From an optimization exercise on the open Yosys and OpenROAD flow, aimed at small area, a short achievable clock period and few clock cycles; shortcuts taken in it are not production practice. Only simulation tests tie the RTL to the original design; equivalence was not proved.

Design cpu, start of the top module:
module cpu(
    input reset_n,
    input clk,
    input mem_ready,
    output logic [31:0] mem_addr,
    output logic [31:0] mem_write_data,
    output logic [3:0] mem_byte_enable,
    output logic mem_write_req,
    output logic mem_read_req,
    input [31:0] mem_read_data,
    input mem_read_data_valid);
    logic halted;
    logic [31:2] q_addr;
    logic q_rd, q_wr;
    logic [3:0] q_be;
    logic q_e;               
    logic q_hi;              
    assign mem_addr = {q_addr, 2'b00};
    assign mem_read_req = q_rd;
    assign mem_write_req = q_wr;
    assign mem_write_data = op2;
    assign mem_byte_enable = q_be;
    logic [31:2] pf;         
    logic [31:2] pc_n;       
    logic pcl;               
    logic [1:0] qv;          
    logic [31:0] q0, q1, q2;
    logic [31:1] s1, s2;     
    logic [1:0] fa;          
    logic [1:0] fb;          
    logic [1:0] lo;          
    logic [1:0] disc;        
    logic e_valid;
    logic [31:0] A;
    logic [31:0] op2;
    logic e_cin;
    logic [4:0] e_rd;
    logic e_wen;
    logic [2:0] e_f3;
    logic e_ld, e_st, e_xw;
    logic [1:0] e_off;
  ...
Settings: LEC_CHECK=0, ABC_CLOCK_PERIOD_IN_PS=5000, CAP_MARGIN=20, CORE_MARGIN=2, CORE_UTILIZATION=40, SETUP_SLACK_MARGIN=3.5, SLEW_MARGIN=20, TNS_END_PERCENT=20; clock period 8.0 ns.
run.sh (not shown) runs the stock make flow with config.mk's settings and CLKGATE_MAP_FILE= SYNTH_SCRIPT=/design/flow/synth_recipe.tcl, a recipe that flattens the netlist after the stock synthesis.
Testbench counts at the start, summed over its fixed seeds: cycles 121,575.
Next try:
--- a/flow/design.v
+++ b/flow/design.v
@@ -27,14 +27,15 @@
     logic [1:0] qv;          
     logic [31:0] q0, q1, q2;
     logic [31:1] s1, s2;     
     logic [1:0] fa;          
     logic [1:0] fb;          
     logic [1:0] lo;          
     logic [1:0] disc;        
+    logic [1:0] vs;          
     logic e_valid;
     logic [31:0] A;
     logic [31:0] op2;
     logic e_cin;
     logic [4:0] e_rd;
     logic e_wen;
     logic [2:0] e_f3;
@@ -257,15 +258,15 @@
     assign d_tgt = is_jalr ? addr[31:2] : bt[31:2];
     assign misal = is_jalr ? addr[1] : (is_jal ? ni[21] : ni[8]);
     assign d_redir = is_jal || is_jalr || (is_br && taken);
     assign d_ill = ill_dec || (d_redir && misal);
     logic avail, e_free, d_take, take_ok, take_redir, take_mem, take_ill;
     assign avail = qv != 2'd0;
     assign e_free = !e_valid || e_done;
-    assign d_take = avail && e_free && !stall && !halted;
+    assign d_take = avail && e_free && !stall && !halted && !pcl;
     assign take_ill = d_take && d_ill;
     logic take_ill_e;
     assign take_ill_e = d_take && ill_dec;
     assign take_ok = d_take && !d_ill;
     assign take_redir = d_take && d_redir;
     assign take_mem = d_take && (is_ld || is_st);
     logic sub_op, slt_op, sltu_op, inv;
@@ -284,34 +285,44 @@
         if (is_st) op2_base = wdata;
         if (is_lui || is_csr) A_next = 32'h0;
         else if (is_auipc || is_jal || is_jalr) A_next = {pc_n, 2'b00};
         else A_next = rs1_rf;
         if (!(is_lui || is_csr || is_auipc || is_jal || is_jalr) && dep1) A_next = wb_fast;
     end
     logic [1:0] lo_n, fa_t, fb_t;
-    logic [2:0] vs_n;
     logic [1:0] qv_n;
     logic push, pop;
     assign lo_n = lo + {1'b0, acc_l} - {1'b0, r_load};
     assign pop = d_take;
-    assign push = r_fetch;
+    assign push = r_fetch && !pcl;
+    logic [1:0] disc_n;
     always_comb begin
-        fa_t = fa - {1'b0, r_fetch};
-        fb_t = fb;
-        if (acc_f) begin
-            if (lo_n != 2'd0) fb_t = fb_t + 2'd1;
-            else fa_t = fa_t + 2'd1;
-        end
-        if (lo_n == 2'd0) begin
-            fa_t = fa_t + fb_t;
+        disc_n = disc - {1'b0, r_disc};
+        if (pcl) begin
+            disc_n = fa - {1'b0, r_fetch};
+            fa_t = {1'b0, acc_f};
             fb_t = 2'd0;
+            qv_n = 2'd0;
+        end
+        else begin
+            fa_t = fa - {1'b0, r_fetch};
+            fb_t = fb;
+            if (acc_f) begin
+                if (lo_n != 2'd0) fb_t = fb_t + 2'd1;
+                else fa_t = fa_t + 2'd1;
+            end
+            if (lo_n == 2'd0) begin
+                fa_t = fa_t + fb_t;
+                fb_t = 2'd0;
+            end
+            qv_n = qv - {1'b0, pop} + {1'b0, push};
         end
-        qv_n = qv - {1'b0, pop} + {1'b0, push};
-        vs_n = {1'b0, fa_t} + {1'b0, fb_t} + {1'b0, qv_n};
     end
+    logic [1:0] vs_nx;
+    assign vs_nx = pcl ? {1'b0, acc_f} : vs + {1'b0, acc_f} - {1'b0, pop};
     logic s_hold, s_hi, s_addr, s_bt, s_f;
     logic [31:2] q_addr_n;
     assign s_hold = q_e && !acc;
     assign s_hi = q_e && acc && e_xw && !q_hi;
     assign s_addr = d_take && (is_ld || is_st || is_jalr);
     assign s_bt = d_take && (is_jal || (is_br && taken));
     assign s_f = !(s_hold || s_hi || s_addr || s_bt);
@@ -394,37 +405,31 @@
             pc_n <= 30'h04000000;
             pcl <= 1'b0;
             qv <= 2'd0;
             fa <= 2'd0;
             fb <= 2'd0;
             lo <= 2'd0;
             disc <= 2'd0;
+            vs <= 2'd0;
             e_valid <= 1'b0;
             got_lo <= 1'b0;
             cycle <= 64'h0;
             instret <= 64'h0;
         end
         else begin
             cycle <= cycle + 64'h1;
             instret <= instret_cur;
             lo <= lo_n;
             if (take_ill) halted <= 1'b1;
             q_addr <= q_addr_n;
-            if (take_redir) begin
-                fa <= 2'd0;
-                fb <= 2'd0;
-                disc <= disc - {1'b0, r_disc} + fa_t + fb_t;
-                qv <= 2'd0;
-            end
-            else begin
-                fa <= fa_t;
-                fb <= fb_t;
-                disc <= disc - {1'b0, r_disc};
-                qv <= qv_n;
-            end
+            fa <= fa_t;
+            fb <= fb_t;
+            disc <= disc_n;
+            vs <= vs_nx;
+            qv <= qv_n;
             if (d_take) pc_n <= pc_n + 30'h1;
             pcl <= take_redir;
             if (pcl) pc_n <= q_addr;
             if (!q_e) pf <= acc_f ? q_addr + 30'h1 : q_addr;
             if (take_ok) e_valid <= 1'b1;
             else if (e_done || take_ill) e_valid <= 1'b0;
             if (take_ok) got_lo <= 1'b0;
@@ -442,14 +447,14 @@
             else if (take_mem) begin
                 q_rd <= is_ld;
                 q_wr <= is_st;
                 q_e <= 1'b1;
                 q_hi <= 1'b0;
             end
             else begin
-                q_rd <= take_redir || (vs_n <= 3'd2);
+                q_rd <= take_redir || (vs_nx != 2'd3);
                 q_wr <= 1'b0;
                 q_e <= 1'b0;
             end
         end
     end
 endmodule
=> Wire length hardly moves; design area goes down by about 0.37%; critical path depth goes down by 2; register-to-register slack is worse by 0.23 ns; clock skew stays flat; hold slack is better by 0.0065 ns; global-route usage stays flat; first-iteration DRC count goes up by about 6%; synthesized cell count stays flat; worst setup slack is worse by 0.23 ns; fmax goes down by about 4%; synthesized area goes down by about 0.7%.
Testbench counts after the change, summed over its fixed seeds: cycles 121,575.

## static timing again, ports no longer ideal
The flow's constraints put no driver on any port. The routed layouts listed below were extracted and timed again, unchanged, in two steps.
Step 1 (the two cells are an assumption about what drives the block):
set clk [get_ports {clk}]
set_driving_cell -lib_cell sky130_fd_sc_hd__clkbuf_16 $clk
set_driving_cell -lib_cell sky130_fd_sc_hd__buf_2 [delete_from_list [all_inputs] $clk]
Step 2, shift: input delay + t, output delay - t, t = (earliest + latest rising clock arrival at the registers) / 2. This alone moves slack from input paths to output paths.
a / b / c = no drivers / after step 1 / after step 2; a / b = the first two.
run	t (ns)	slack for setup (ns)	worst slew at a driven data input, ns
the first run	0.939	2.750 / 2.750 / 2.264	0.07
the second run	0.920	2.519 / 2.519 / 2.470	0.04
After both steps setup and hold are still met in every run listed. For the first run, which loses most, drivers alone change the setup slack by 0.000 ns; drivers and shift together by -0.486 ns.
